Context: an optimization exercise on an open-source flow, tuned for small area. The choices shown serve that exercise and are no tape-out recipe.
Function was checked by simulation only, so behaviour that the tests miss may differ from the original.
No driver is modelled on the clock port, so clocking that relies on it looks cheaper here than on a real chip.
Power and IR drop assume default switching activity.

## flow/config.mk

```make
export PLATFORM = sky130hd
export DESIGN_NAME = MultTop
export DESIGN_NICKNAME = MultTop
export VERILOG_FILES = /design/flow/design.v
export SDC_FILE = /design/flow/constraint.sdc
export NUM_CORES = 4
export LEC_CHECK = 0
export CAP_MARGIN = 20
export CORE_MARGIN = 2
export CORE_UTILIZATION = 40
export CTS_BUF_LIST = sky130_fd_sc_hd__clkbuf_2 sky130_fd_sc_hd__clkbuf_4
export CTS_CLUSTER_DIAMETER = 40
export CTS_CLUSTER_SIZE = 10
export SLEW_MARGIN = 20
```

## flow/constraint.sdc

```tcl
create_clock -name core_clock -period 12.0 [get_ports {clk}]
set_input_delay 2.4000 -clock core_clock [delete_from_list [all_inputs] [get_ports {clk}]]
set_output_delay 2.4000 -clock core_clock [all_outputs]
set_load 0.01 [all_outputs]
```

## flow/design.v

```verilog
`timescale 1ns / 1ps
module BCD_SEG(
    input wire [3:0] BCD,
    output reg [7:0] s
);
    always @(*) begin
        case(BCD)
            0: s = 8'b0000_0011;
            1: s = 8'b1001_1111;
            2: s = 8'b0010_0101;
            3: s = 8'b0000_1101;
            4: s = 8'b1001_1001;
            5: s = 8'b0100_1001;
            6: s = 8'b0100_0001;
            7: s = 8'b0001_1111;
            8: s = 8'b0000_0001;
            9: s = 8'b0000_1001;
            10: s = 8'b0010_0001;
            11: s = 8'b0000_1101;
            12: s = 8'b0000_1001;
            13: s = 8'b0100_1001;
            14: s = 8'b0100_0001;
            default s = 8'b0001_1111;
        endcase
    end
endmodule
`timescale 1ns / 1ps
`default_nettype none
module Multi_Driver(
    input wire clk,
    input wire reset,
    input wire ld,
    input wire [15:0] sw,
    output wire [3:0] an,
    output wire [7:0] seg
    );
    reg q;
    always @(posedge clk or posedge reset) begin
        if (reset) q <= 1'b0;
        else q <= 1'b1;
    end
    reg [11:0] c;
    reg [15:0] m;
    always @(posedge clk) begin
        c <= q ? c + 1'b1 : 12'd0;
        if (ld) m <= sw;
    end
    wire [1:0] sel = c[11:10] + {1'b0, (&c[9:0]) & ~(&c[11:10])};
    wire [3:0] digit = m[4 * sel +: 4];
    assign an = ~(4'b0001 << sel);
    BCD_SEG dec(.BCD(digit), .s(seg));
endmodule
`default_nettype wire
`timescale 1ns / 1ps
module COUNT_BCD(
    input wire clk,
    input wire reset,
    input wire [15:0] count,
    output wire [15:0] BCD,
    output reg ld
    );
    reg [15:0] p;
    reg [5:0] t;
    reg [15:0] w;
    wire busy = t[5] ? ~t[4] : (t[4:0] != 5'd0);
    wire differ = (p != count);
    wire step = ~t[5] & ~t[4];
    function [3:0] adj;
        input [3:0] d;
        begin
            adj[3] = d[3] | (d[2] & d[1]) | (d[2] & d[0]);
            adj[2] = (d[2] & ~d[1] & ~d[0]) | (d[3] & d[0]);
            adj[1] = (~d[2] & d[1]) | (d[1] & d[0]) | (d[3] & ~d[0]);
            adj[0] = (~d[3] & ~d[2] & d[0]) | (d[2] & d[1] & ~d[0]) | (d[3] & ~d[0]);
        end
    endfunction
    wire [15:0] wa = {adj(w[15:12]), adj(w[11:8]), adj(w[7:4]), adj(w[3:0])};
    wire [15:0] wn = {wa[14:0], p[0]};
    always @(posedge clk or posedge reset) begin
        if (reset) begin
            p <= 0;
            t <= 0;
            w <= 0;
        end else begin
            p <= busy ? {p[14:0], p[15]} : count;
            t <= busy ? t - 1'b1 : (differ ? 6'd32 : 6'd48);
            w <= step ? wn : 16'd0;
        end
    end
    always @(posedge clk or posedge reset) begin
        if (reset) ld <= 1'b1;
        else ld <= (t == 6'd0);
    end
    assign BCD = w;
endmodule
`timescale 1ns / 1ps
module combo_mult(input wire [7:0] a, input wire [7:0] b, output wire [15:0] res);
    wire n1 = (a[0]&b[2]) ^ (a[1]&b[1]) ^ (a[2]&b[0]);
    wire n2 = ((a[0]&b[2]) & (a[1]&b[1])) | ((a[0]&b[2]) & (a[2]&b[0])) | ((a[1]&b[1]) & (a[2]&b[0]));
    wire n3 = (a[0]&b[3]) ^ (a[1]&b[2]) ^ (a[2]&b[1]);
    wire n4 = ((a[0]&b[3]) & (a[1]&b[2])) | ((a[0]&b[3]) & (a[2]&b[1])) | ((a[1]&b[2]) & (a[2]&b[1]));
    wire n5 = (a[0]&b[4]) ^ (a[1]&b[3]) ^ (a[2]&b[2]);
    wire n6 = ((a[0]&b[4]) & (a[1]&b[3])) | ((a[0]&b[4]) & (a[2]&b[2])) | ((a[1]&b[3]) & (a[2]&b[2]));
    wire n7 = (a[0]&b[5]) ^ (a[1]&b[4]) ^ (a[2]&b[3]);
    wire n8 = ((a[0]&b[5]) & (a[1]&b[4])) | ((a[0]&b[5]) & (a[2]&b[3])) | ((a[1]&b[4]) & (a[2]&b[3]));
    wire n9 = (a[3]&b[2]) ^ (a[4]&b[1]) ^ (a[5]&b[0]);
    wire n10 = ((a[3]&b[2]) & (a[4]&b[1])) | ((a[3]&b[2]) & (a[5]&b[0])) | ((a[4]&b[1]) & (a[5]&b[0]));
    wire n11 = (a[0]&b[6]) ^ (a[1]&b[5]) ^ (a[2]&b[4]);
    wire n12 = ((a[0]&b[6]) & (a[1]&b[5])) | ((a[0]&b[6]) & (a[2]&b[4])) | ((a[1]&b[5]) & (a[2]&b[4]));
    wire n13 = (a[3]&b[3]) ^ (a[4]&b[2]) ^ (a[5]&b[1]);
    wire n14 = ((a[3]&b[3]) & (a[4]&b[2])) | ((a[3]&b[3]) & (a[5]&b[1])) | ((a[4]&b[2]) & (a[5]&b[1]));
    wire n15 = (a[0]&b[7]) ^ (a[1]&b[6]) ^ (a[2]&b[5]);
    wire n16 = ((a[0]&b[7]) & (a[1]&b[6])) | ((a[0]&b[7]) & (a[2]&b[5])) | ((a[1]&b[6]) & (a[2]&b[5]));
    wire n17 = (a[3]&b[4]) ^ (a[4]&b[3]) ^ (a[5]&b[2]);
    wire n18 = ((a[3]&b[4]) & (a[4]&b[3])) | ((a[3]&b[4]) & (a[5]&b[2])) | ((a[4]&b[3]) & (a[5]&b[2]));
    wire n19 = (a[1]&b[7]) ^ (a[2]&b[6]) ^ (a[3]&b[5]);
    wire n20 = ((a[1]&b[7]) & (a[2]&b[6])) | ((a[1]&b[7]) & (a[3]&b[5])) | ((a[2]&b[6]) & (a[3]&b[5]));
    wire n21 = (a[4]&b[4]) ^ (a[5]&b[3]) ^ (a[6]&b[2]);
    wire n22 = ((a[4]&b[4]) & (a[5]&b[3])) | ((a[4]&b[4]) & (a[6]&b[2])) | ((a[5]&b[3]) & (a[6]&b[2]));
    wire n23 = (a[2]&b[7]) ^ (a[3]&b[6]) ^ (a[4]&b[5]);
    wire n24 = ((a[2]&b[7]) & (a[3]&b[6])) | ((a[2]&b[7]) & (a[4]&b[5])) | ((a[3]&b[6]) & (a[4]&b[5]));
    wire n25 = (a[5]&b[4]) ^ (a[6]&b[3]) ^ (a[7]&b[2]);
    wire n26 = ((a[5]&b[4]) & (a[6]&b[3])) | ((a[5]&b[4]) & (a[7]&b[2])) | ((a[6]&b[3]) & (a[7]&b[2]));
    wire n27 = (a[3]&b[7]) ^ (a[4]&b[6]) ^ (a[5]&b[5]);
    wire n28 = ((a[3]&b[7]) & (a[4]&b[6])) | ((a[3]&b[7]) & (a[5]&b[5])) | ((a[4]&b[6]) & (a[5]&b[5]));
    wire n29 = (a[4]&b[7]) ^ (a[5]&b[6]) ^ (a[6]&b[5]);
    wire n30 = ((a[4]&b[7]) & (a[5]&b[6])) | ((a[4]&b[7]) & (a[6]&b[5])) | ((a[5]&b[6]) & (a[6]&b[5]));
    wire n31 = (a[5]&b[7]) ^ (a[6]&b[6]) ^ (a[7]&b[5]);
    wire n32 = ((a[5]&b[7]) & (a[6]&b[6])) | ((a[5]&b[7]) & (a[7]&b[5])) | ((a[6]&b[6]) & (a[7]&b[5]));
    wire n33 = n2 ^ n3 ^ (a[3]&b[0]);
    wire n34 = (n2 & n3) | (n2 & (a[3]&b[0])) | (n3 & (a[3]&b[0]));
    wire n35 = n4 ^ n5 ^ (a[3]&b[1]);
    wire n36 = (n4 & n5) | (n4 & (a[3]&b[1])) | (n5 & (a[3]&b[1]));
    wire n37 = n6 ^ n7 ^ n9;
    wire n38 = (n6 & n7) | (n6 & n9) | (n7 & n9);
    wire n39 = n8 ^ n10 ^ n11;
    wire n40 = (n8 & n10) | (n8 & n11) | (n10 & n11);
    wire n41 = n12 ^ n14 ^ n15;
    wire n42 = (n12 & n14) | (n12 & n15) | (n14 & n15);
    wire n43 = n17 ^ (a[6]&b[1]) ^ (a[7]&b[0]);
    wire n44 = (n17 & (a[6]&b[1])) | (n17 & (a[7]&b[0])) | ((a[6]&b[1]) & (a[7]&b[0]));
    wire n45 = n16 ^ n18 ^ n19;
    wire n46 = (n16 & n18) | (n16 & n19) | (n18 & n19);
    wire n47 = n20 ^ n22 ^ n23;
    wire n48 = (n20 & n22) | (n20 & n23) | (n22 & n23);
    wire n49 = n24 ^ n26 ^ n27;
    wire n50 = (n24 & n26) | (n24 & n27) | (n26 & n27);
    wire n51 = n28 ^ n29 ^ (a[7]&b[4]);
    wire n52 = (n28 & n29) | (n28 & (a[7]&b[4])) | (n29 & (a[7]&b[4]));
    wire n53 = n32 ^ (a[6]&b[7]) ^ (a[7]&b[6]);
    wire n54 = (n32 & (a[6]&b[7])) | (n32 & (a[7]&b[6])) | ((a[6]&b[7]) & (a[7]&b[6]));
    wire n55 = n34 ^ n35 ^ (a[4]&b[0]);
    wire n56 = (n34 & n35) | (n34 & (a[4]&b[0])) | (n35 & (a[4]&b[0]));
    wire n57 = n38 ^ n39 ^ n13;
    wire n58 = (n38 & n39) | (n38 & n13) | (n39 & n13);
    wire n59 = n40 ^ n41 ^ n43;
    wire n60 = (n40 & n41) | (n40 & n43) | (n41 & n43);
    wire n61 = n42 ^ n44 ^ n45;
    wire n62 = (n42 & n44) | (n42 & n45) | (n44 & n45);
    wire n63 = n46 ^ n47 ^ n25;
    wire n64 = (n46 & n47) | (n46 & n25) | (n47 & n25);
    wire n65 = n48 ^ n49 ^ (a[6]&b[4]);
    wire n66 = (n48 & n49) | (n48 & (a[6]&b[4])) | (n49 & (a[6]&b[4]));
    wire n67 = n52 ^ n30 ^ n31;
    wire n68 = (n52 & n30) | (n52 & n31) | (n30 & n31);
    wire n69 = n56 ^ n36 ^ n37;
    wire n70 = (n56 & n36) | (n56 & n37) | (n36 & n37);
    wire n71 = n60 ^ n61 ^ n21;
    wire n72 = (n60 & n61) | (n60 & n21) | (n61 & n21);
    wire n73 = n64 ^ n65 ^ (a[7]&b[3]);
    wire n74 = (n64 & n65) | (n64 & (a[7]&b[3])) | (n65 & (a[7]&b[3]));
    wire n75 = n66 ^ n50 ^ n51;
    wire n76 = (n66 & n50) | (n66 & n51) | (n50 & n51);
    wire n77 = n70 ^ n57 ^ (a[6]&b[0]);
    wire n78 = (n70 & n57) | (n70 & (a[6]&b[0])) | (n57 & (a[6]&b[0]));
    wire n79 = n72 ^ n62 ^ n63;
    wire n80 = (n72 & n62) | (n72 & n63) | (n62 & n63);
    wire n81 = n78 ^ n58 ^ n59;
    wire n82 = (n78 & n58) | (n78 & n59) | (n58 & n59);
    wire n83 = n82 ^ n71 ^ (a[7]&b[1]);
    wire n84 = (n82 & n71) | (n82 & (a[7]&b[1])) | (n71 & (a[7]&b[1]));
    wire n85 = (a[0]&b[1]) ^ (a[1]&b[0]);
    wire n86 = (a[0]&b[1]) & (a[1]&b[0]);
    wire n87 = n1 ^ n86;
    wire n88 = n1 & n86;
    wire n89 = n33 ^ n88;
    wire n90 = n33 & n88;
    wire n91 = n55 ^ n90;
    wire n92 = n55 & n90;
    wire n93 = n69 ^ n92;
    wire n94 = n69 & n92;
    wire n95 = n77 ^ n94;
    wire n96 = n77 & n94;
    wire n97 = n81 ^ n96;
    wire n98 = n81 & n96;
    wire n99 = n83 ^ n98;
    wire n100 = n83 & n98;
    wire n101 = n84 ^ n79 ^ n100;
    wire n102 = (n84 & n79) | (n84 & n100) | (n79 & n100);
    wire n103 = n80 ^ n73 ^ n102;
    wire n104 = (n80 & n73) | (n80 & n102) | (n73 & n102);
    wire n105 = n74 ^ n75 ^ n104;
    wire n106 = (n74 & n75) | (n74 & n104) | (n75 & n104);
    wire n107 = n76 ^ n67 ^ n106;
    wire n108 = (n76 & n67) | (n76 & n106) | (n67 & n106);
    wire n109 = n68 ^ n53 ^ n108;
    wire n110 = (n68 & n53) | (n68 & n108) | (n53 & n108);
    wire n111 = n54 ^ (a[7]&b[7]) ^ n110;
    wire n112 = (n54 & (a[7]&b[7])) | (n54 & n110) | ((a[7]&b[7]) & n110);
    assign res = {n112, n111, n109, n107, n105, n103, n101, n99, n97, n95, n93, n91, n89, n87, n85, (a[0]&b[0])};
endmodule
`timescale 1ns / 1ps
module MultTop(input wire clk, input wire reset, input wire [7:0] a, input wire [7:0] b,
               output wire [3:0] an, output wire [7:0] seg);
    wire [15:0] mult_out;
    combo_mult ComboMultiplier(.a(a), .b(b), .res(mult_out));
    wire [15:0] bcd;
    wire ld;
    COUNT_BCD converter(.clk(clk), .reset(reset), .count(mult_out), .BCD(bcd), .ld(ld));
    Multi_Driver MD(.clk(clk), .reset(reset), .ld(ld), .sw(bcd), .an(an), .seg(seg));
endmodule
```

## flow/run.sh

```bash
#!/bin/bash
# synth_recipe.tcl (not shown) runs the flow's synth.tcl, then flattens the netlist and writes it again
# the make line also repeats each setting of config.mk as NAME=value (left out here)
make -C /OpenROAD-flow-scripts/flow DESIGN_CONFIG=/design/flow/config.mk WORK_HOME=/design/flow/orfs CLKGATE_MAP_FILE= SYNTH_SCRIPT=/design/flow/synth_recipe.tcl finish
```

==> impl_summary.log, run 1 <==
INFO  metric asyncSetResetFlopFracSynth = 0.588
INFO  metric finalClockSkew = approximately 0.016 ns
INFO  metric cts_setup_buffers = 0
INFO  metric routed_via_density = just under 5
INFO  metric place.gp.congestion = approximately 0.79
INFO  metric slew_headroom = 0.286
INFO  metric ys.flop_type = dfrtp_1
INFO  metric grt_pass1_vias = 3,245
INFO  metric finalWorstPathRequiredPeriod = between 9 and 10 ns
INFO  metric io_pins = 30
INFO  metric cp.arrival = around 10 ns
INFO  metric grt_overflow = 0
INFO  metric synth_cells = 455
INFO  metric cts.sink_count = between 60 and 70
INFO  metric power.density = ~170 mW/mm²
INFO  metric grt_setup_unrepaired = false
INFO  metric mappedNetlistArea = 0.00463 mm²
INFO  metric grt_max_degree = approximately 40
INFO  metric ys_top_cells_by_area = dfrtp_1 (21%), fa_1 (21%), edfxtp_1 (10%), nand2_1 (6.7%), and2_1 (5.8%)
INFO  metric worst_r2r_path_depth = 6
INFO  metric crit_type = input port to register
INFO  metric postSynthRegisterBits = between 60 and 70
INFO  metric clk_latency = around 0.40 ns
INFO  metric area_delta_synth_final = 11.8%
INFO  metric critPathLaunchType = input port
INFO  metric port_buffers = 28
INFO  metric die-width = around 110 µm
INFO  metric critical-path-top-delay-family = adder cells
INFO  metric initial_detailed_routing_violation_count = 143
INFO  metric worstPathMaxFanout = 8
INFO  metric type_of_element_capturing_the_critical_path = register
INFO  metric yosys_warnings = 3
INFO  metric cells_along_the_critical_path = clkdlybuf4s50_1 > nand2_1 > fa_1 > fa_1 > fa_1 > fa_1 > fa_1 > fa_1 > fa_1 > inv_1 > ha_1 > fa_1 > fa_1 > fa_1 > fa_1 > inv_1 > fa_1 > fa_1 > xor2_1 > nand4_1 > nor4_1 > a21oi_1 > o22ai_1
INFO  metric post_cts_hold_buffer_count = 0
INFO  metric synth-seq-area-share = 0.372
INFO  metric fmax = about 100 MHz
INFO  metric yosysMostFrequentCell = nand2_1
INFO  metric global_route_wire_length_before_repair = between 10,000 and 15,000 µm
INFO  metric drt_pre_antenna_iters = 4
INFO  metric totalPowerFinal = ~880 µW
INFO  metric yosysUniqueCellTypes = between 40 and 50
INFO  metric clock_pin_slew_worst_setup_and_hold_paths = 0.11 ns
INFO  metric design.final.nets = 567
INFO  metric required_time_at_the_endpoint_of_the_critical_path = between 10 and 15 ns
INFO  metric worst_pin_slew = ~1.1 ns
INFO  metric start_util = 0.407
INFO  metric clk_root_buffer_cell = clkbuf_4
INFO  metric max_cap_viol_count = 0
INFO  metric outcome = complete, no violations
INFO  metric placement.setup.worst_slack = roughly 2.0 ns
INFO  metric peakVddDrop = around 0.089 mV
INFO  metric finish.cell_count_without_fillers = approximately 630
INFO  metric max-clock-path-buffers = 2
INFO  metric timing.hold.worst_path_depth = 1
INFO  metric netlist.top_cell.by_area = dfrtp_1
INFO  metric min-delay-path-class = register to register
INFO  metric coreArea = between 0.01 and 0.015 mm²
INFO  metric final.setup.tns = 0 ns
INFO  metric routedWlPerCell = between 10 and 15 µm
INFO  metric commonest_cells_in_the_synthesized_netlist = nand2_1 (83), inv_1 (55), fa_1 (48)
INFO  metric std_cell_rows = 39
INFO  metric die_area = ~0.012 mm²
INFO  metric finalWorstSetupSlack = 2.33 ns
INFO  metric via_count = just over 3k
INFO  metric synth.top_cell.area_share = 0.211
INFO  metric path_common_cell = fa_1
INFO  metric drive_above_1_share = 0.0468
INFO  metric setup_violation_total_in_the_final_timing_report = 0
INFO  metric critical_path_buf_inv_count = 3
INFO  metric cts.htree.levels = 3
INFO  metric cts-buffers-inserted = 9
INFO  metric placed_cells = 618
INFO  metric drt_drc_violations_left = 0
INFO  metric tritoncts = yes
INFO  metric p_leak = around 0.0023 µW
INFO  metric synth_enable_flop_cells = 16
INFO  metric crit_path_top_delay_cell = clkdlybuf4s50_1
INFO  metric cp_num_cells = 23
INFO  metric die_height = 112 µm
INFO  metric dpl.hpwl = 6120 µm
INFO  metric grtUsageTotal = 0.139
INFO  metric synth.avg_cell_area = a little over 10 µm²
INFO  metric detail-route-antenna-nets = 0
INFO  metric grt_antenna_before_repair = 0
INFO  metric postRouteWirelength = slightly above 8000 µm
INFO  metric final-max-slew-violation-count = 0
INFO  metric timing.final.hold_violations = 0
INFO  metric timing.critical_path.slowest_cell_delay = between 0.6 and 0.7 ns
INFO  metric insertedDiodeCount = 0
INFO  metric resized_gates_after_cts = 0
INFO  metric period_share = 0.806
[flip-flops by register name, summed over array words and instances (netlist names)]
| register | count |
|---|---|
| MD.m | 16 |
| converter.p | 16 |
| converter.w | 16 |
| MD.c | 12 |
| converter.t | 6 |
| MD.q | 1 |
| converter.ld | 1 |
[per-stage QoR]
| step | hold slack, ns | utilization | area [µm²] |
|---|---|---|---|
| after global routing | 0.505 | 0.455 | 5170 |
| after global placement | 0.454 | 0.443 | 5040 |
| after floorplan | 0.433 | - | 4630 |
| after detailed placement | 0.456 | 0.443 | 5040 |
| final | 0.468 | 0.455 | 5170 |
| after CTS | 0.473 | 0.455 | 5170 |
[power by group]
part           switching, µW  leakage (µW)  internal, µW
clock                   81.3     0.0000807          62.9
sequential              45.6      0.000759           294
combinational            213       0.00144           179
[layout make-up]
| type | count | area (µm²) |
|---|---|---|
| repair buffers | 29 | 288 |
| multi-input cells | 323 | 2640 |
| flip-flops and latches | 68 | 1720 |
| clock inverters | 7 | 65.1 |
| fillers | 1076 | 6200 |
| clock buffers | 9 | 67.6 |
| inverters | 55 | 206 |
| well taps | 143 | 179 |
[logic make-up (layout without fill, tap and decap cells)]
family / count (synthesis) / in the layout / synth area share
buf+inv: 65 / 100 / 0.0573
fa+ha+maj: 63 / 63 / 0.248
other cells: 1 / 2 / 0.000811
compound gates: 44 / 44 / 0.0522
mux: 7 / 7 / 0.0295
flops: 68 / 68 / 0.372
simple gates: 179 / 179 / 0.185
xor+xnor: 28 / 28 / 0.0546
[per-layer routing]
layer  up-vias  wire length, µm  global-route usage
li1       1495                -                   -
met1      1505             3700               0.170
met2        42             4010               0.251
met3         4              275              0.0343
met4         0               54              0.0272
met5         -                0                   0
[cells in the final DEF, fill, tap and decap left out, drive strengths merged, types with 5 or more instances in the layout]
cell type      instances
ha                    15
clkbuf                 9
nand2b                 5
xor2                   8
o21ai                 10
nor2                  23
nand2                 83
fa                    48
clkdlybuf4s50         28
xnor2                 20
dfxtp                 12
and2                  43
dfrtp                 39
a21oi                 24
edfxtp                16
inv                   58
[path summary, 6_finish.rpt]
path,start,slack [ns],end
max in group asynchronous,reset,9.21,converter.p[9]
min,MD.c[0],0.47,MD.c[0]
min reg2reg,MD.c[0],0.47,MD.c[0]
max,a[0],2.33,converter.t[4]
min in group asynchronous,reset,2.41,converter.p[15]
max reg2reg,converter.t[0],9.81,converter.p[0]
==> inputs of run 2 (changes only) <==
--- a/flow/config.mk
+++ b/flow/config.mk
@@ -8,7 +8,5 @@
 export CAP_MARGIN = 20
 export CORE_MARGIN = 2
 export CORE_UTILIZATION = 40
-export CTS_BUF_LIST = sky130_fd_sc_hd__clkbuf_2 sky130_fd_sc_hd__clkbuf_4
-export CTS_CLUSTER_DIAMETER = 40
-export CTS_CLUSTER_SIZE = 10
+export CTS_BUF_LIST = sky130_fd_sc_hd__clkbuf_4
 export SLEW_MARGIN = 20
==> run 2 against run 1 <==
Critical endpoint unchanged. First-iteration DRC count unchanged. Sequential cell count unchanged. Register-to-register slack barely moved. Worst setup slack is the same. Combinational power hardly changed. Die area stayed put. Still clean on timing, DRC and antenna. Non-clock buffer count did not move. Synthesized cell count did not move. Sequential share of layout area did not move. Power stayed put. Sequential power hardly changed.
==> impl_summary.log, run 2 <==
INFO  metric worst_pin_slew = 1.07 ns (unchanged)
INFO  metric global_route_wire_length_before_repair = 14,300 µm (unchanged)
INFO  metric start_util = 0.407 (unchanged)
INFO  metric yosysUniqueCellTypes = 42 (unchanged)
INFO  metric highest-signal-layer = met4
INFO  metric std_cell_rows = 39 (unchanged)
INFO  metric insertedDiodeCount = 0 (unchanged)
INFO  metric critical-path-top-delay-family = adder cells
INFO  metric clk_root_buffer_cell = clkbuf_4
INFO  metric yosysMostFrequentCell = nand2_1
INFO  metric final.setup.tns = 0 ns (unchanged)
INFO  metric asyncSetResetFlopFracSynth = 0.588 (unchanged)
INFO  metric place.gp.congestion = 0.786 (unchanged)
INFO  metric critical_path_buf_inv_count = 3 (unchanged)
INFO  metric path_common_cell = fa_1
INFO  metric slew_headroom = 0.286 (unchanged)
INFO  metric period_share = 0.806 (unchanged)
INFO  metric max-clock-path-buffers = 2 (unchanged)
INFO  metric grt_overflow = 0 (unchanged)
INFO  metric yosys_warnings = 3 (unchanged)
INFO  metric grt_antenna_before_repair = 0 (unchanged)
INFO  metric layout.cells.most_common = nand2_1
INFO  metric outcome = complete, no violations
INFO  metric final_design_area_no_fill = 0.00517 mm² (unchanged)
INFO  metric max_cap_viol_count = 0 (unchanged)
INFO  metric die_area = 0.0124 mm² (unchanged)
INFO  metric timing.final.hold_violations = 0 (unchanged)
INFO  metric mappedNetlistArea = 0.00463 mm² (unchanged)
INFO  metric power.density = 169 mW/mm² (unchanged)
INFO  metric worstPathMaxFanout = 8 (unchanged)
INFO  metric grt_setup_unrepaired = false
INFO  metric dpl.hpwl = 6120 µm (unchanged)
INFO  metric fmax = 103 MHz (unchanged)
INFO  metric required_time_at_the_endpoint_of_the_critical_path = 12.32 ns (about the same)
INFO  metric drt_pre_antenna_iters = 4 (unchanged)
INFO  metric finalClockSkew = 0.0162 ns (unchanged)
INFO  metric clock_pin_slew_worst_setup_and_hold_paths = 0.11 ns (about the same)
INFO  metric min-delay-path-class = register to register
INFO  metric synth_cells = 455 (unchanged)
INFO  metric grt_pass1_vias = 3,245 (unchanged)
INFO  metric die_height = 112 µm (unchanged)
INFO  metric io_pins = 30 (unchanged)
INFO  metric layout_top_registers = MD.m x16, converter.p x16, converter.w x16
INFO  metric cells_along_the_critical_path = clkdlybuf4s50_1 > nand2_1 > fa_1 > fa_1 > fa_1 > fa_1 > fa_1 > fa_1 > fa_1 > inv_1 > ha_1 > fa_1 > fa_1 > fa_1 > fa_1 > inv_1 > fa_1 > fa_1 > xor2_1 > nand4_1 > nor4_1 > a21oi_1 > o22ai_1
INFO  metric port_buffers = 28 (unchanged)
INFO  metric drive_above_1_share = 0.0468 (unchanged)
INFO  metric resized_gates_after_cts = 0 (unchanged)
INFO  metric route.met2.wl = 4010 µm (unchanged)
INFO  metric synth-seq-area-share = 0.372 (unchanged)
INFO  metric clk_latency = 0.40 ns (about the same)
INFO  metric ys_top_cells_by_area = dfrtp_1 (21%), fa_1 (21%), edfxtp_1 (10%), nand2_1 (6.7%), and2_1 (5.8%)
INFO  metric routedWlPerCell = 12.7 µm (unchanged)
INFO  metric layout.cells.most_common_list = nand2_1 (83), inv_1 (55), fa_1 (48)
INFO  metric postRouteWirelength = 8040 µm (unchanged)
INFO  metric die-width = 112 µm (unchanged)
INFO  metric type_of_element_capturing_the_critical_path = register
INFO  metric grt_max_degree = 41 (unchanged)
INFO  metric postSynthRegisterBits = 68 (unchanged)
INFO  metric commonest_cells_in_the_synthesized_netlist = nand2_1 (83), inv_1 (55), fa_1 (48)
INFO  metric post_cts_hold_buffer_count = 0 (unchanged)
INFO  metric setup_violation_total_in_the_final_timing_report = 0 (unchanged)
INFO  metric cts.htree.levels = 3 (unchanged)
INFO  metric crit_type = input port to register
INFO  metric synth.top_cell.area_share = 0.211 (unchanged)
INFO  metric placedInstanceArea = 0.00504 mm² (unchanged)
INFO  metric via_count = 3,046 (unchanged)
INFO  metric initial_detailed_routing_violation_count = 143 (unchanged)
INFO  metric cp.arrival = 9.99 ns (about the same)
INFO  metric tritoncts = yes
INFO  metric final-max-slew-violation-count = 0 (unchanged)
INFO  metric drt-met1-wl = 3700 µm (unchanged)
INFO  metric synth_enable_flop_cells = 16 (unchanged)
INFO  metric area_delta_synth_final = 11.8% (unchanged)
INFO  metric coreArea = 0.0114 mm² (unchanged)
INFO  metric finalWorstPathRequiredPeriod = 9.67 ns (unchanged)
INFO  metric cts-buffers-inserted = 9 (unchanged)
INFO  metric grtUsageTotal = 0.139 (unchanged)
INFO  metric drt_drc_violations_left = 0 (unchanged)
INFO  metric timing.critical_path.slowest_cell_delay = 0.61 ns (about the same)
INFO  metric cts_setup_buffers = 0 (unchanged)
INFO  metric ys.flop_type = dfrtp_1
INFO  metric route.met3.wl = 275 µm (unchanged)
INFO  metric design.final.nets = 567 (unchanged)
INFO  metric cts.sink_count = 68 (unchanged)
INFO  metric critPathLaunchType = input port
INFO  metric detail-route-antenna-nets = 0 (unchanged)
INFO  metric netlist.top_cell.by_area = dfrtp_1
INFO  metric peakVddDrop = 0.0892 mV (unchanged)
INFO  metric crit_path_top_delay_cell = clkdlybuf4s50_1
INFO  metric p_leak = 0.00228 µW (unchanged)
INFO  metric routed_via_density = 4.80 (unchanged)
INFO  metric synth.avg_cell_area = 10.2 µm² (unchanged)
[run 2: final cells by class]
type                       count  area, µm²
clock buffer                   9       67.6
clock inverter                 7       65.1
fill                        1076       6200
inverter                      55        206
multi-input combinational    323       2640
sequential                    68       1720
tap                          143        179
timing repair buffer          29        288
[run 2: path summary, 6_finish.rpt]
path                            cells after the start         endpoint           start  slack, ns
worst max-delay path                               23   converter.t[4]            a[0]       2.33
worst min-delay path                                1          MD.c[0]         MD.c[0]       0.47
worst max register to register                      6   converter.p[0]  converter.t[0]       9.81
worst min register to register                      1          MD.c[0]         MD.c[0]       0.47
max in group asynchronous                           3   converter.p[9]           reset       9.21
min in group asynchronous                           3  converter.p[15]           reset       2.41
[run 2: metal layers]
| metal | vias up | track usage |
|---|---|---|
| li1 | 1495 | - |
| met1 | 1505 | 0.170 |
| met2 | 42 | 0.251 |
| met3 | 4 | 0.0343 |
| met4 | 0 | 0.0272 |
| met5 | - | 0 |
[run 2: where the power goes]
group	switching [µW]	leakage (µW)	internal, µW	total (µW)
clock network	81.3	0.0000807	62.9	144
registers	45.6	0.000759	294	340
logic	213	0.00144	179	392
total	340	0.00228	537	876
[run 2: metrics by stage]
step | hold WS, ns | instances | utilization | setup slack [ns] | power, µW
2_1_floorplan | 0.433 | 456 | - | 2.77 | 646
3_3_place_gp | 0.454 | 618 | 0.443 | 2.05 | 733
3_5_place_dp | 0.456 | 618 | 0.443 | 1.95 | 742
4_1_cts | 0.473 | 634 | 0.455 | 2.33 | 891
5_1_grt | 0.505 | 634 | 0.455 | 1.95 | 961
6_report | 0.468 | 634 | 0.455 | 2.33 | 876
[run 2: logic make-up after synthesis]
family,synth area share
AND/OR/NAND/NOR,0.185
flip-flops,0.372
buffers and inverters,0.0573
adder cells (fa/ha/maj),0.248
AO/OA/AOI/OAI,0.0522
XOR/XNOR,0.0546
multiplexers,0.0295
other,0.000811
==> inputs of run 3 (changes only) <==
==> flow/flow/run.sh (new file) <==
#!/bin/bash
# Layout flow: the standard flow (standard.sh), with the input/output port
# buffers made from the smallest buffer cell and a leaner clock tree (no dummy
# loads). Each step's full output goes to its own log file in this folder.
set -euo pipefail
bash standard.sh synth > synth.log 2>&1
bash standard.sh \
  BUFFER_PORTS_ARGS="-buffer_cell sky130_fd_sc_hd__buf_1" \
  CTS_ARGS="-sink_clustering_enable -repair_clock_nets -dont_use_dummy_load -buf_list {sky130_fd_sc_hd__clkbuf_4 sky130_fd_sc_hd__clkbuf_8} -sink_clustering_size 20 -sink_clustering_max_diameter 60" \
  finish > layout.log 2>&1
==> flow/standard.sh (new file) <==
#!/bin/bash
# synth_recipe.tcl (not shown) runs the flow's synth.tcl, then flattens the netlist and writes it again
# the make line also repeats each setting of config.mk as NAME=value (left out here)
make -C /OpenROAD-flow-scripts/flow DESIGN_CONFIG=/design/flow/config.mk WORK_HOME=/design/flow/orfs CLKGATE_MAP_FILE= SYNTH_SCRIPT=/design/flow/synth_recipe.tcl "${@:-finish}"
--- a/flow/config.mk
+++ b/flow/config.mk
@@ -8,5 +8,4 @@
 export CAP_MARGIN = 20
 export CORE_MARGIN = 2
 export CORE_UTILIZATION = 40
-export CTS_BUF_LIST = sky130_fd_sc_hd__clkbuf_4
 export SLEW_MARGIN = 20
removed: flow/run.sh
==> run 3 against run 2 <==
First-iteration DRC count grew 31%. Final area shrank 3.4%. Sequential cell count is the same. Power shrank 1.7%. Core utilization shrank 1.6 points. Clock skew grew 0.0088 ns. Routed wire length shrank 0.92%. Synthesized cell count is the same. Count of clock-buffer cells in the layout is the same. Critical path type unchanged. Largest cell class unchanged. Highest routed layer unchanged.
==> impl_summary.log, run 3 <==
INFO  metric cp.arrival = 9.52 ns (-0.47 ns)
INFO  metric synth_enable_flop_cells = 16 (unchanged)
INFO  metric mappedNetlistArea = 0.00463 mm² (unchanged)
INFO  metric finalWorstPathRequiredPeriod = 9.27 ns (-0.404 ns)
INFO  metric drt_pre_antenna_iters = 4 (unchanged)
INFO  metric layout.cells.most_common = nand2_1
INFO  metric initial_detailed_routing_violation_count = 187 (+31%)
INFO  metric final.setup.tns = 0 ns (unchanged)
INFO  metric ys.flop_type = dfrtp_1
INFO  metric cts-buffers-inserted = 9 (unchanged)
INFO  metric layout.cells.most_common_list = nand2_1 (83), inv_1 (55), fa_1 (48)
INFO  metric netlist.top_cell.by_area = dfrtp_1
INFO  metric fmax = 108 MHz (+4.4%)
INFO  metric grt_antenna_before_repair = 0 (unchanged)
INFO  metric grt_setup_unrepaired = false
INFO  metric die-width = 112 µm (unchanged)
INFO  metric clock_pin_slew_worst_setup_and_hold_paths = 0.09 ns (-0.02 ns)
INFO  metric synth.top_cell.area_share = 0.211 (unchanged)
INFO  metric gr_met2_demand_resource = 0.239 (-0.0122)
INFO  metric num-fill-cells = 1,070 (-0.56%)
INFO  metric synth_cells = 455 (unchanged)
INFO  metric start_util = 0.407 (unchanged)
INFO  metric finalClockSkew = 0.0250 ns (+0.00879 ns)
INFO  metric grt_overflow = 0 (unchanged)
INFO  metric detail-route-antenna-nets = 0 (unchanged)
INFO  metric synth.mux.area_fraction = 0.0295 (unchanged)
INFO  metric die_height = 112 µm (unchanged)
INFO  metric top_usage_layer = met2
INFO  metric cells_along_the_critical_path = buf_1 > nand2_1 > fa_1 > fa_1 > fa_1 > fa_1 > fa_1 > fa_1 > fa_1 > inv_1 > ha_1 > fa_1 > fa_1 > fa_1 > fa_1 > inv_1 > fa_1 > fa_1 > xor2_1 > nand4_1 > nor4_1 > a21oi_1 > o22ai_1
INFO  metric gr-usage-met3 = 0.0343 (unchanged)
INFO  metric via_count = 3,059 (+0.43%)
INFO  metric place.gp.congestion = 0.797 (+1.4%)
INFO  metric routed_via_density = 4.87 (+1.4%)
INFO  metric grt_max_degree = 41 (unchanged)
INFO  metric drt_drc_violations_left = 0 (unchanged)
INFO  metric postRouteWirelength = 7970 µm (-0.92%)
INFO  metric crit_path_top_delay_cell = fa_1
INFO  metric global_route_wire_length_before_repair = 14,100 µm (-1.3%)
INFO  metric cts.sink_count = 68 (unchanged)
INFO  metric yosys_warnings = 3 (unchanged)
INFO  metric required_time_at_the_endpoint_of_the_critical_path = 12.26 ns (-0.06 ns)
INFO  metric grt_pass1_vias = 3,137 (-3.3%)
INFO  metric timing.critical_path.slowest_cell_delay = 0.59 ns (-0.02 ns)
INFO  metric io_pins = 30 (unchanged)
INFO  metric path_common_cell = fa_1
INFO  metric ys_top_cells_by_area = dfrtp_1 (21%), fa_1 (21%), edfxtp_1 (10%), nand2_1 (6.7%), and2_1 (5.8%)
INFO  metric p_leak = 0.00219 µW (-3.8%)
INFO  metric port_buffers = 28 (unchanged)
INFO  metric synth.avg_cell_area = 10.2 µm² (unchanged)
INFO  metric worst_pin_slew = 0.683 ns (-0.388 ns)
INFO  metric cts_setup_buffers = 0 (unchanged)
INFO  metric placement.setup.worst_slack = 2.34 ns (+0.390 ns)
INFO  metric type_of_element_capturing_the_critical_path = register
INFO  metric post_synth_fa_ha_maj_area_fraction = 0.248 (unchanged)
INFO  metric worstPathMaxFanout = 8 (unchanged)
INFO  metric min-delay-path-class = register to register
INFO  metric synth_top_family_by_area = adder cells
INFO  metric critical-path-top-delay-family = adder cells
INFO  metric peakVddDrop = 0.0694 mV (-22%)
INFO  metric yosysMostFrequentCell = nand2_1
INFO  metric critical_path_buf_inv_count = 3 (unchanged)
INFO  metric cts.htree.levels = 3 (unchanged)
INFO  metric timing.final.hold_violations = 0 (unchanged)
INFO  metric coreArea = 0.0114 mm² (unchanged)
INFO  metric area_delta_synth_final = 7.95%
INFO  metric postSynthRegisterBits = 68 (unchanged)
INFO  metric clk_root_buffer_cell = clkbuf_8
INFO  metric routedWlPerCell = 12.7 µm (about the same)
INFO  metric outcome = complete, no violations
INFO  metric synth_compound_area_frac = 0.0522 (unchanged)
INFO  metric layout_top_registers = MD.m x16, converter.p x16, converter.w x16
INFO  metric met1_usage = 0.180 (+0.00980)
INFO  metric final-max-slew-violation-count = 0 (unchanged)
INFO  metric asyncSetResetFlopFracSynth = 0.588 (unchanged)
INFO  metric max-clock-path-buffers = 2 (unchanged)
INFO  metric finalWorstSetupSlack = 2.73 ns (+0.404 ns)
INFO  metric clk_latency = 0.35 ns (-0.05 ns)
INFO  metric crit_type = input port to register
INFO  metric design.final.nets = 568 (+0.18%)
INFO  metric die_area = 0.0124 mm² (unchanged)
INFO  metric dpl.hpwl = 6170 µm (+0.84%)
INFO  metric power.density = 173 mW/mm² (+1.8%)
INFO  metric max_cap_viol_count = 0 (unchanged)
INFO  metric drive_above_1_share = 0.0351 (-0.0118)
INFO  metric std_cell_rows = 39 (unchanged)
INFO  metric commonest_cells_in_the_synthesized_netlist = nand2_1 (83), inv_1 (55), fa_1 (48)
INFO  metric yosysUniqueCellTypes = 42 (unchanged)
INFO  metric tritoncts = yes
INFO  metric resized_gates_after_cts = 0 (unchanged)
INFO  metric setup_violation_total_in_the_final_timing_report = 0 (unchanged)
INFO  metric slew_headroom = 0.544 (+0.258)
INFO  metric post_cts_hold_buffer_count = 0 (unchanged)
INFO  metric synthSimpleGateAreaFrac = 0.185 (unchanged)
INFO  metric synth-seq-area-share = 0.372 (unchanged)
INFO  metric insertedDiodeCount = 0 (unchanged)
INFO  metric grtUsageTotal = 0.139 (+0.000321)
INFO  metric period_share = 0.772 (-0.0336)
INFO  metric critPathLaunchType = input port
INFO  metric synthXorXnorAreaFrac = 0.0546 (unchanged)
==> run 3: cells by family (layout without fill, tap and decap cells) <==
| logic type | Yosys count | in the layout |
|---|---|---|
| AO/OA/AOI/OAI | 44 | 44 |
| buffers and inverters | 65 | 94 |
| other | 1 | 2 |
| adder cells (fa/ha/maj) | 63 | 63 |
| XOR/XNOR | 28 | 28 |
| AND/OR/NAND/NOR | 179 | 179 |
| multiplexers | 7 | 7 |
| flip-flops | 68 | 68 |
==> run 3: where the power goes <==
group	switching (µW)	internal [µW]
logic	209	172
clock network	73.0	66.7
registers	46.2	295
==> run 3: metrics by stage <==
step / hold WS [ns] / utilization / area (µm²) / power, µW / std cells
2_1_floorplan: 0.433 / - / 4630 / 646 / 456
3_5_place_dp: 0.470 / 0.428 / 4860 / 733 / 618
5_1_grt: 0.492 / 0.439 / 4990 / 945 / 628
4_1_cts: 0.476 / 0.439 / 4990 / 875 / 627
3_3_place_gp: 0.457 / 0.428 / 4860 / 723 / 618
6_report: 0.471 / 0.439 / 4990 / 861 / 628
==> run 3: metal layers <==
layer  up-vias  wire length, µm  share of wire
met5         -                0              0
li1       1491                -              -
met2        65             4010           0.50
met1      1498             3520           0.44
met3         5              395          0.050
met4         0               39         0.0049
==> run 3: cell type report <==
class                      count  area [µm²]  share of cell area
clock buffer                   9         124              0.0248
timing repair buffer          30         120              0.0241
inverter                      55         206              0.0413
tap                          143         179              0.0358
sequential                    68        1720               0.345
multi-input combinational    323        2640               0.529
==> run 3: final timing paths <==
path / start / end / slack, ns / cells after the start
max: a[0] / converter.t[4] / 2.73 / 23
min: converter.w[2] / MD.m[2] / 0.47 / 0
max reg2reg: converter.t[0] / converter.p[13] / 9.89 / 7
min reg2reg: converter.w[2] / MD.m[2] / 0.47 / 0
max in group asynchronous: reset / converter.ld / 9.47 / 3
min in group asynchronous: reset / converter.p[0] / 2.16 / 3
==> run 3: worst reg2reg max path: stages (launching register included) <==
cell     delay (ns)
dfrtp_1        0.40
inv_1          0.07
ha_1           0.18
nor3b_1        0.37
and2_1         0.24
a21o_1         0.55
nor2_1         0.08
a21oi_1        0.16
==> inputs of run 4 (changes only) <==
==> flow/flow/run.sh (replaced) <==
#!/bin/bash
# Layout flow: the standard flow (standard.sh) with three changes.
#  1. After the standard synthesis, polarity.py picks the polarity of each full
#     adder and of each gate that comes in both polarities so that the netlist
#     needs fewer inverters; Yosys proves the new netlist equivalent to the
#     synthesized one (registers unchanged), else the synthesized one is kept.
#  2. The input/output port buffers use the smallest buffer cell.
#  3. Clock tree without dummy loads; leaf buffers with many flip-flops are
#     upsized after CTS (post_cts.tcl).
# Each step's full output goes to its own log file in this folder.
set -euo pipefail
HERE=$(pwd)
RES=$HERE/orfs/results/$FLOW_PLATFORM/MultTop/base
bash standard.sh synth > synth.log 2>&1
cp $RES/1_2_yosys.v $HERE/synth_orig.v
if python3 $HERE/flow/polarity.py $HERE/synth_orig.v $HERE/synth_pol.v > polarity.log 2>&1; then
  sed -E 's/\b(_[0-9]+_)\b/\1p/g; s/\b(_polinv[c]?[0-9]+_)\b/\1p/g' $HERE/synth_pol.v > $HERE/synth_pol_renamed.v
  sed "s|LIB|$FLOW_HOME/platforms/$FLOW_PLATFORM/lib/sky130_fd_sc_hd__tt_025C_1v80.lib|; s|GOLD|$HERE/synth_orig.v|; s|GATE|$HERE/synth_pol_renamed.v|" \
    $HERE/flow/eq.ys > $HERE/eq_run.ys
  if yosys -s $HERE/eq_run.ys > equiv.log 2>&1; then
    cp $HERE/synth_pol.v $RES/1_2_yosys.v
    echo "using the polarity-optimised netlist" >> polarity.log
  else
    echo "equivalence not proven; keeping the synthesized netlist" >> polarity.log
  fi
fi
bash standard.sh \
  BUFFER_PORTS_ARGS="-buffer_cell sky130_fd_sc_hd__buf_1" \
  CTS_ARGS="-sink_clustering_enable -repair_clock_nets -dont_use_dummy_load -buf_list sky130_fd_sc_hd__clkbuf_4" \
  POST_CTS_TCL=$HERE/flow/post_cts.tcl \
  finish > layout.log 2>&1
==> flow/flow/eq.ys (new file) <==
read_liberty -ignore_miss_func LIB
read_verilog GOLD
rename MultTop gold
read_verilog GATE
rename MultTop gate
hierarchy -check
flatten
opt_clean
async2sync
equiv_make gold gate eq
hierarchy -top eq
equiv_simple -seq 2
equiv_induct
equiv_status -assert
==> flow/flow/polarity.py (new file) <==
#!/usr/bin/env python3
"""Signal polarity optimisation of a mapped sky130hd netlist (yosys write_verilog).

Full adders are self-dual: inverting all three inputs inverts both outputs. Many
two-level gates come in both polarities (and2/nand2, or2/nor2, xor2/xnor2, a21o/
a21oi, ...), the inverting one usually smaller. This script chooses, for every
full adder and every such gate, which polarity to build, so that the inverters
the netlist needs (at most one per signal) and the gates' area are as small as
possible. Flip-flops and every other cell are kept as they are.

usage: polarity.py IN.v OUT.v
"""
import random
import re
import sys

AREA = {
    'inv_1': 3.7536, 'inv_2': 3.7536, 'clkinv_1': 3.7536, 'clkinv_2': 5.0048,
    'and2_0': 6.256, 'and2_1': 6.256, 'nand2_1': 3.7536,
    'or2_0': 6.256, 'or2_1': 6.256, 'nor2_1': 3.7536,
    'xor2_1': 8.7584, 'xnor2_1': 8.7584,
    'and3_1': 6.256, 'nand3_1': 5.0048, 'or3_1': 6.256, 'nor3_1': 5.0048,
    'and4_1': 8.7584, 'nand4_1': 6.256, 'or4_1': 7.5072, 'nor4_1': 6.256,
    'a21o_1': 7.5072, 'a21oi_1': 5.0048, 'o21a_1': 7.5072, 'o21ai_0': 5.0048,
    'o21ai_1': 5.0048,
    'a22o_1': 8.7584, 'a22oi_1': 7.5072, 'o22a_1': 8.7584, 'o22ai_1': 6.256,
    'a211o_1': 8.7584, 'a211oi_1': 7.5072, 'o211a_1': 10.0096, 'o211ai_1': 7.5072,
    'a31o_1': 8.7584, 'a31oi_1': 6.256, 'o31a_1': 8.7584, 'o31ai_1': 7.5072,
    'a32o_1': 10.0096, 'a32oi_1': 8.7584, 'o32a_1': 10.0096, 'o32ai_1': 8.7584,
    'a2bb2o_1': 10.0096, 'a2bb2oi_1': 8.7584, 'o2bb2a_1': 10.0096, 'o2bb2ai_1': 8.7584,
    'a221o_1': 10.0096, 'a221oi_1': 8.7584, 'o221a_1': 11.2608, 'o221ai_1': 8.7584,
    'mux2_1': 11.2608, 'mux2i_1': 10.0096,
    'and2b_1': 7.5072, 'nor2b_1': 6.256, 'or2b_1': 7.5072, 'nand2b_1': 6.256,
    'and3b_1': 8.7584, 'nor3b_1': 7.5072, 'or3b_1': 8.7584, 'nand3b_1': 7.5072,
    'a21bo_1': 10.0096, 'a21boi_0': 7.5072, 'o21ba_1': 10.0096, 'o21bai_1': 7.5072,
}
# cell -> (complementary cell, output pin of cell, output pin of complement);
# the pin names of the inputs are the same in both.
PAIRS = [
    ('and2_1', 'nand2_1', 'X', 'Y'), ('and2_0', 'nand2_1', 'X', 'Y'),
    ('or2_1', 'nor2_1', 'X', 'Y'), ('or2_0', 'nor2_1', 'X', 'Y'),
    ('xor2_1', 'xnor2_1', 'X', 'Y'),
    ('and3_1', 'nand3_1', 'X', 'Y'), ('or3_1', 'nor3_1', 'X', 'Y'),
    ('and4_1', 'nand4_1', 'X', 'Y'), ('or4_1', 'nor4_1', 'X', 'Y'),
    ('a21o_1', 'a21oi_1', 'X', 'Y'), ('o21a_1', 'o21ai_0', 'X', 'Y'),
    ('a22o_1', 'a22oi_1', 'X', 'Y'), ('o22a_1', 'o22ai_1', 'X', 'Y'),
    ('a211o_1', 'a211oi_1', 'X', 'Y'), ('o211a_1', 'o211ai_1', 'X', 'Y'),
    ('a31o_1', 'a31oi_1', 'X', 'Y'), ('o31a_1', 'o31ai_1', 'X', 'Y'),
    ('a32o_1', 'a32oi_1', 'X', 'Y'), ('o32a_1', 'o32ai_1', 'X', 'Y'),
    ('a2bb2o_1', 'a2bb2oi_1', 'X', 'Y'), ('o2bb2a_1', 'o2bb2ai_1', 'X', 'Y'),
    ('a221o_1', 'a221oi_1', 'X', 'Y'), ('o221a_1', 'o221ai_1', 'X', 'Y'),
    ('mux2_1', 'mux2i_1', 'X', 'Y'),
    ('and2b_1', 'nor2b_1', None, None),  # placeholder, not a complement pair
]
COMP = {}
for a, b, pa, pb in PAIRS:
    if pa is None:
        continue
    COMP[a] = (b, pa, pb)
    if b not in COMP:
        COMP[b] = (a, pb, pa)
# nand2/nor2/xnor2 map back to the _1 versions
COMP['nand2_1'] = ('and2_1', 'Y', 'X')
COMP['nor2_1'] = ('or2_1', 'Y', 'X')
COMP['o21ai_1'] = ('o21a_1', 'Y', 'X')

INV = {'inv_1', 'inv_2', 'clkinv_1', 'clkinv_2'}
OUTPINS = {'X', 'Y', 'Q', 'Q_N', 'SUM', 'COUT', 'HI', 'LO'}
INV_AREA = AREA['inv_1']
PFX = 'sky130_fd_sc_hd__'

CELL_RE = re.compile(r'^\s*(' + PFX + r'\w+)\s+(\\\S+\s|\S+)\s*\((.*?)\);', re.M | re.S)
PIN_RE = re.compile(r'\.(\w+)\(\s*(\\\S+\s|[^()]*?)\s*\)')


def parse(text):
    cells = []
    first = None
    last = None
    for m in CELL_RE.finditer(text):
        if first is None:
            first = m.start()
        last = m.end()
        typ = m.group(1)[len(PFX):]
        name = m.group(2).strip()
        pins = [(p, n.strip()) for p, n in PIN_RE.findall(m.group(3))]
        cells.append({'type': typ, 'name': name, 'pins': pins})
    return text[:first], cells, text[last:]


def fmt_net(n):
    return n + ' ' if n.startswith('\\') else n


def emit(head, cells, tail, new_wires):
    out = [head.rstrip('\n') + '\n']
    for w in new_wires:
        out.append(f'  wire {w};\n')
    for c in cells:
        pins = ',\n'.join(f'    .{p}({fmt_net(n)})' for p, n in c['pins'])
        out.append(f"  {PFX}{c['type']} {fmt_net(c['name'])} (\n{pins}\n  );\n")
    out.append(tail.lstrip('\n') if tail.strip() else 'endmodule\n')
    return ''.join(out)


def main():
    src, dst = sys.argv[1], sys.argv[2]
    text = open(src).read()
    if re.search(r'^\s*assign\s', text, re.M):
        sys.exit('netlist has assign statements; not handled')
    head, cells, tail = parse(text)
    ports = set()
    for m in re.finditer(r'^\s*output\s+(\[[^\]]*\]\s*)?(\S+);', head, re.M):
        ports.add(m.group(2))

    def is_port(net):
        base = net.split('[')[0].strip()
        return base in ports

    drv = {}   # net -> (cell index, pin)
    for i, c in enumerate(cells):
        for p, n in c['pins']:
            if p in OUTPINS:
                drv[n] = (i, p)
    # removable inverters: inv cells whose output is not a port
    removable = set()
    for i, c in enumerate(cells):
        if c['type'] in INV:
            out = [n for p, n in c['pins'] if p == 'Y'][0]
            if not is_port(out):
                removable.add(i)

    def trace(net):
        par = 0
        seen = 0
        while net in drv and drv[net][0] in removable:
            ci = drv[net][0]
            net = [n for p, n in cells[ci]['pins'] if p == 'A'][0]
            par ^= 1
            seen += 1
            if seen > 50:
                raise RuntimeError('inverter loop')
        return net, par

    # sinks: (cell index, pin index) -> (root net, parity)
    sinks = []
    for i, c in enumerate(cells):
        if i in removable:
            continue
        for k, (p, n) in enumerate(c['pins']):
            if p in OUTPINS:
                continue
            if n.startswith("1'") or n == '':
                continue
            root, par = trace(n)
            sinks.append((i, k, root, par))
    # output ports are sinks that need their net as it is
    port_sinks = []
    for n in drv:
        if is_port(n):
            root, par = trace(n)
            port_sinks.append((root, par))
    # variables: FA cells and complementable cells
    var_of_cell = {}
    nvar = 0
    for i, c in enumerate(cells):
        if i in removable:
            continue
        if c['type'] == 'fa_1' or c['type'] in COMP:
            var_of_cell[i] = nvar
            nvar += 1
    # root -> variable that flips it (driver)
    root_var = {}
    for root in set(s[2] for s in sinks) | set(r for r, _ in port_sinks):
        if root in drv and drv[root][0] in var_of_cell:
            root_var[root] = var_of_cell[drv[root][0]]
    roots = sorted(set(s[2] for s in sinks) | set(r for r, _ in port_sinks))
    rid = {r: k for k, r in enumerate(roots)}
    # per root: list of (sink parity, variable of sink cell if FA input else None)
    root_sinks = [[] for _ in roots]
    for (i, k, root, par) in sinks:
        sv = var_of_cell[i] if cells[i]['type'] == 'fa_1' else None
        root_sinks[rid[root]].append((par, sv))
    port_roots = set()
    for root, par in port_sinks:
        root_sinks[rid[root]].append((par, None))
        port_roots.add(rid[root])
    # variable -> roots it affects
    var_roots = [set() for _ in range(nvar)]
    for r, v in root_var.items():
        var_roots[v].add(rid[r])
    for k, lst in enumerate(root_sinks):
        for par, sv in lst:
            if sv is not None:
                var_roots[sv].add(k)
    cell_of_var = {v: i for i, v in var_of_cell.items()}
    root_drv_var = [root_var.get(r) for r in roots]

    def var_area(v, x):
        c = cells[cell_of_var[v]]
        if c['type'] == 'fa_1':
            return 0.0
        t = c['type'] if not x else COMP[c['type']][0]
        return AREA.get(t, 100.0)

    def root_cost(k, x):
        dv = root_drv_var[k]
        flip = x[dv] if dv is not None else 0
        for par, sv in root_sinks[k]:
            e = par ^ flip ^ (x[sv] if sv is not None else 0)
            if e:
                return 1e6 if k in port_roots else INV_AREA
        return 0.0

    def total(x):
        return sum(root_cost(k, x) for k in range(len(roots))) + \
            sum(var_area(v, x[v]) for v in range(nvar))

    x0 = [0] * nvar
    base = total(x0)
    best_x, best = x0[:], base
    rng = random.Random(1)
    for restart in range(40):
        x = best_x[:] if restart % 2 == 0 else [rng.randint(0, 1) if rng.random() < 0.3 else b
                                                  for b in best_x]
        cur = total(x)
        improved = True
        while improved:
            improved = False
            order = list(range(nvar))
            rng.shuffle(order)
            for v in order:
                aff = var_roots[v]
                before = sum(root_cost(k, x) for k in aff) + var_area(v, x[v])
                x[v] ^= 1
                after = sum(root_cost(k, x) for k in aff) + var_area(v, x[v])
                if after < before - 1e-9:
                    cur += after - before
                    improved = True
                else:
                    x[v] ^= 1
            # pairs of neighbouring variables
            if not improved:
                for v in order:
                    for k in list(var_roots[v]):
                        others = set()
                        dv = root_drv_var[k]
                        if dv is not None:
                            others.add(dv)
                        for par, sv in root_sinks[k]:
                            if sv is not None:
                                others.add(sv)
                        for w in others:
                            if w == v:
                                continue
                            aff = var_roots[v] | var_roots[w]
                            before = sum(root_cost(q, x) for q in aff) + var_area(v, x[v]) + var_area(w, x[w])
                            x[v] ^= 1
                            x[w] ^= 1
                            after = sum(root_cost(q, x) for q in aff) + var_area(v, x[v]) + var_area(w, x[w])
                            if after < before - 1e-9:
                                cur += after - before
                                improved = True
                            else:
                                x[v] ^= 1
                                x[w] ^= 1
        cur = total(x)
        if cur < best - 1e-9:
            best, best_x = cur, x[:]
    x = best_x
    # original area of removable inverters and complementable cells, for the report
    orig = sum(AREA.get(cells[i]['type'], 0) for i in removable) + \
        sum(var_area(v, 0) for v in range(nvar))
    sys.stderr.write(f'polarity: {nvar} variables, {len(removable)} inverters; '
                     f'area of the affected cells {orig:.1f} -> {best:.1f}\n')
    # rebuild
    new_cells = []
    new_wires = []
    inv_net = {}
    for k, r in enumerate(roots):
        dv = root_drv_var[k]
        flip = x[dv] if dv is not None else 0
        need = any(par ^ flip ^ (x[sv] if sv is not None else 0) for par, sv in root_sinks[k])
        if need:
            w = f'_polinv{k}_'
            inv_net[r] = w
            new_wires.append(w)
    sink_map = {}
    for (i, kk, root, par) in sinks:
        dv = root_var.get(root)
        flip = x[dv] if dv is not None else 0
        sv = var_of_cell[i] if cells[i]['type'] == 'fa_1' else None
        e = par ^ flip ^ (x[sv] if sv is not None else 0)
        sink_map[(i, kk)] = inv_net[root] if e else root
    for i, c in enumerate(cells):
        if i in removable:
            continue
        c2 = {'type': c['type'], 'name': c['name'], 'pins': []}
        v = var_of_cell.get(i)
        swap = v is not None and x[v] and c['type'] != 'fa_1'
        if swap:
            t2, pa, pb = COMP[c['type']]
            c2['type'] = t2
        for kk, (p, n) in enumerate(c['pins']):
            if (i, kk) in sink_map:
                n = sink_map[(i, kk)]
            if swap and p == pa:
                p = pb
            c2['pins'].append((p, n))
        new_cells.append(c2)
    for r, w in inv_net.items():
        new_cells.append({'type': 'inv_1', 'name': w.replace('_polinv', '_polinvc'),
                          'pins': [('A', r), ('Y', w)]})
    open(dst, 'w').write(emit(head, new_cells, tail, new_wires))


if __name__ == '__main__':
    main()
==> flow/flow/post_cts.tcl (new file) <==
# After clock tree synthesis: a clock buffer that drives many flip-flops gets the
# next larger size, to keep the slew at the flip-flops' clock pins low.
set upsized 0
foreach inst [get_cells clkbuf_*] {
  if { [get_property $inst ref_name] != "sky130_fd_sc_hd__clkbuf_4" } { continue }
  set opin [get_pins -of_objects $inst -filter "direction == output"]
  set net [get_nets -of_objects $opin]
  set n [llength [get_pins -of_objects $net -filter "direction == input"]]
  if { $n > 11 } {
    replace_cell $inst sky130_fd_sc_hd__clkbuf_8
    puts "post_cts: [get_full_name $inst] drives $n pins, now clkbuf_8"
    incr upsized
  }
}
if { $upsized > 0 } {
  detailed_placement
  estimate_parasitics -placement
}
==> run 4 against run 3 <==
Highest routed layer unchanged. Critical endpoint unchanged. Power fell by 4.6%. Still clean. Worst hold slack better by 0.0044 ns. Largest power group unchanged. Routed wire length fell by 5.0%. Synthesized cell count is 6.4% lower.
==> impl_summary.log, run 4 <==
INFO  metric grt_pass1_vias = 2,916 (-7.0%)
INFO  metric crit_type = input port to register
INFO  metric global_route_wire_length_before_repair = 13,200 µm (-6.4%)
INFO  metric grtUsageTotal = 0.143 (+0.00406)
INFO  metric synth.avg_cell_area = 10.4 µm² (+2.7%)
INFO  metric finalWorstPathRequiredPeriod = 9.40 ns (+0.132 ns)
INFO  metric clock_pin_slew_worst_setup_and_hold_paths = 0.07 ns (-0.02 ns)
INFO  metric final_design_area_no_fill = 0.00476 mm² (-4.8%)
INFO  metric grt_antenna_before_repair = 0 (unchanged)
INFO  metric finalClockSkew = 0.0292 ns (+0.00416 ns)
INFO  metric worstPathMaxFanout = 8 (unchanged)
INFO  metric worst_r2r_path_depth = 6 (-1)
INFO  metric critPathLaunchType = input port
INFO  metric grt_setup_unrepaired = false
INFO  metric num-fill-cells = 1,051 (-1.8%)
INFO  metric coreArea = 0.0108 mm² (-4.7%)
INFO  metric routed_via_density = 4.90 (+0.65%)
INFO  metric initial_detailed_routing_violation_count = 171 (-8.6%)
INFO  metric r2r_start = converter.t[0]
INFO  metric cp.arrival = 9.71 ns (+0.19 ns)
INFO  metric worst_r2r_endpoint = converter.p[0]
INFO  metric routedWlPerCell = 12.7 µm (+0.22%)
INFO  metric reg2reg_slack = 9.86 ns (-0.03 ns)
INFO  metric hold_path.startpoint = converter.t[0]
INFO  metric slew_headroom = 0.327 (-0.218)
INFO  metric cts.sink_count = 68 (unchanged)
INFO  metric io_pins = 30 (unchanged)
INFO  metric dpl.hpwl = 5900 µm (-4.5%)
INFO  metric layout.cells.most_common_list = nand2_1 (110), fa_1 (48), dfrtp_1 (39)
INFO  metric std_cell_rows = 38 (-2.6%)
INFO  metric timing.final.hold_violations = 0 (unchanged)
INFO  metric postRouteWirelength = 7570 µm (-5.0%)
INFO  metric layout.cells.most_common = nand2_1
INFO  metric area_delta_synth_final = 6.89%
INFO  metric port_buffers = 28 (unchanged)
INFO  metric multi_input_comb_area = 0.00257 mm² (-2.6%)
INFO  metric worst_pin_slew = 1.01 ns (+0.327 ns)
INFO  metric die_height = 109 µm (-1.9%)
INFO  metric final-max-slew-violation-count = 0 (unchanged)
INFO  metric max_cap_viol_count = 0 (unchanged)
INFO  metric setup_violation_total_in_the_final_timing_report = 0 (unchanged)
INFO  metric power.density = 173 mW/mm² (+0.12%)
INFO  metric place.gp.congestion = 0.832 (+4.3%)
INFO  metric design.final.nets = 538 (-5.3%)
INFO  metric die_area = 0.0120 mm² (-3.7%)
INFO  metric outcome = complete, no violations
INFO  metric drt_pre_antenna_iters = 5 (+1)
INFO  metric type_of_element_capturing_the_critical_path = register
INFO  metric placedInstanceArea = 0.00468 mm² (-3.7%)
INFO  metric p_leak = 0.00194 µW (-12%)
INFO  metric period_share = 0.783 (+0.0110)
INFO  metric via_count = 2,917 (-4.6%)
INFO  metric timing.hold.worst_path_depth = 1 (+1)
INFO  metric min-delay-path-class = register to register
INFO  metric critical_path_source = b[3]
INFO  metric insertedDiodeCount = 0 (unchanged)
INFO  metric yosys_warnings = 3 (unchanged)
INFO  metric peakVddDrop = 0.0631 mV (-9.1%)
INFO  metric final.setup.tns = 0 ns (unchanged)
INFO  metric mappedNetlistArea = 0.00445 mm² (-3.8%)
INFO  metric finish.utilization = 0.439 (-0.000487)
INFO  metric finalWorstSetupSlack = 2.60 ns (-0.132 ns)
INFO  metric layout_top_registers = MD.m x16, converter.p x16, converter.w x16
INFO  metric fmax = 106 MHz (-1.4%)
INFO  metric grt_max_degree = 41 (unchanged)
INFO  metric clk_latency = 0.41 ns (+0.06 ns)
INFO  metric layout.area.seq = 0.00172 mm² (unchanged)
INFO  metric required_time_at_the_endpoint_of_the_critical_path = 12.31 ns (+0.05 ns)
INFO  metric drive_above_1_share = 0.0352 (+0.000113)
INFO  metric synth_cells = 426 (-6.4%)
INFO  metric die-width = 109 µm (-1.9%)
INFO  metric worst_hold_slack = 0.475 ns (+0.00438 ns)
INFO  metric placement.setup.worst_slack = 2.13 ns (-0.210 ns)
INFO  metric hold_critical_path_endpoint = converter.t[0]
INFO  metric drt_drc_violations_left = 0 (unchanged)
INFO  metric detail-route-antenna-nets = 0 (unchanged)
INFO  metric grt_overflow = 0 (unchanged)
INFO  metric tritoncts = yes
INFO  metric start_util = 0.410 (+0.00359)
-- run 4: routing by layer --
metal  GRT usage  share of wire
met1       0.186           0.46
met2       0.232           0.47
met3      0.0421          0.044
met4      0.0434          0.021
met5           0              0
-- run 4: power by group --
part	leakage (µW)	switching (µW)	internal, µW
Clock	0.0000440	68.1	38.4
Combinational	0.00113	209	166
Sequential	0.000759	45.8	295
Total	0.00194	323	499
-- run 4: how the worst max path moves through the flow --
| stage | cells after the start | slack, ns | end |
|---|---|---|---|
| finish | 23 | 2.60 | converter.t[4] |
| global route | 23 | 2.14 | converter.t[4] |
| detailed placement | 23 | 2.13 | converter.t[4] |
| global placement | 23 | 2.20 | converter.t[4] |
| floorplan | 23 | 2.60 | converter.t[4] |
-- run 4: cell type report --
cell class                 instances  share of cell area
sequential                        68               0.362
multi-input combinational        323               0.541
tap                              140              0.0368
inverter                          26              0.0205
clock buffer                       9              0.0155
timing repair buffer              29              0.0237
-- run 4: critical path, cell delays in order --
cell,delay [ns]
buf_1,0.30
nand2_1,0.14
fa_1,0.55
fa_1,0.44
fa_1,0.43
fa_1,0.46
fa_1,0.45
fa_1,0.46
fa_1,0.47
inv_1,0.07
ha_1,0.14
inv_1,0.05
fa_1,0.37
fa_1,0.38
fa_1,0.38
fa_1,0.39
fa_1,0.39
fa_1,0.53
xor2_1,0.15
nand4_1,0.10
nor4_1,0.38
a21oi_1,0.12
o22ai_1,0.16
-- run 4: metrics by stage --
step,std cells,total power (µW)
finish,595,821
global route,595,911
detailed placement,586,728
global placement,586,718
floorplan,427,642

-- afterwards: timing with drivers on the ports --
In the flow no input, the clock included, has a driving cell. The finished layouts below were timed again as built, in two steps. Step 1 assumes that a clkbuf_16 drives the clock port and a buf_2 every other input. Step 2, shift: input delay + t, output delay - t, t = (earliest + latest rising clock arrival at the registers) / 2. This alone moves slack from input paths to output paths. a / b / c = no drivers / after step 1 / after step 2; a / b = the first two.
run | t (ns) | setup slack, ns | worst setup path after step 2 | latest minus earliest clock arrival (ns)
run 1 | 0.426 | 2.330 / 2.339 / 1.913 | input to register | 0.018 / 0.019
run 2 | 0.426 | 2.330 / 2.339 / 1.913 | input to register | 0.018 / 0.019
run 3 | 0.367 | 2.734 / 2.741 / 2.374 | input to register | 0.032 / 0.032
run 4 | 0.425 | 2.602 / 2.608 / 2.182 | input to register | 0.030 / 0.029
After both steps setup and hold are still met in every run listed. For run 4, which loses most, drivers alone change the setup slack by +0.006 ns; drivers and shift together by -0.420 ns.
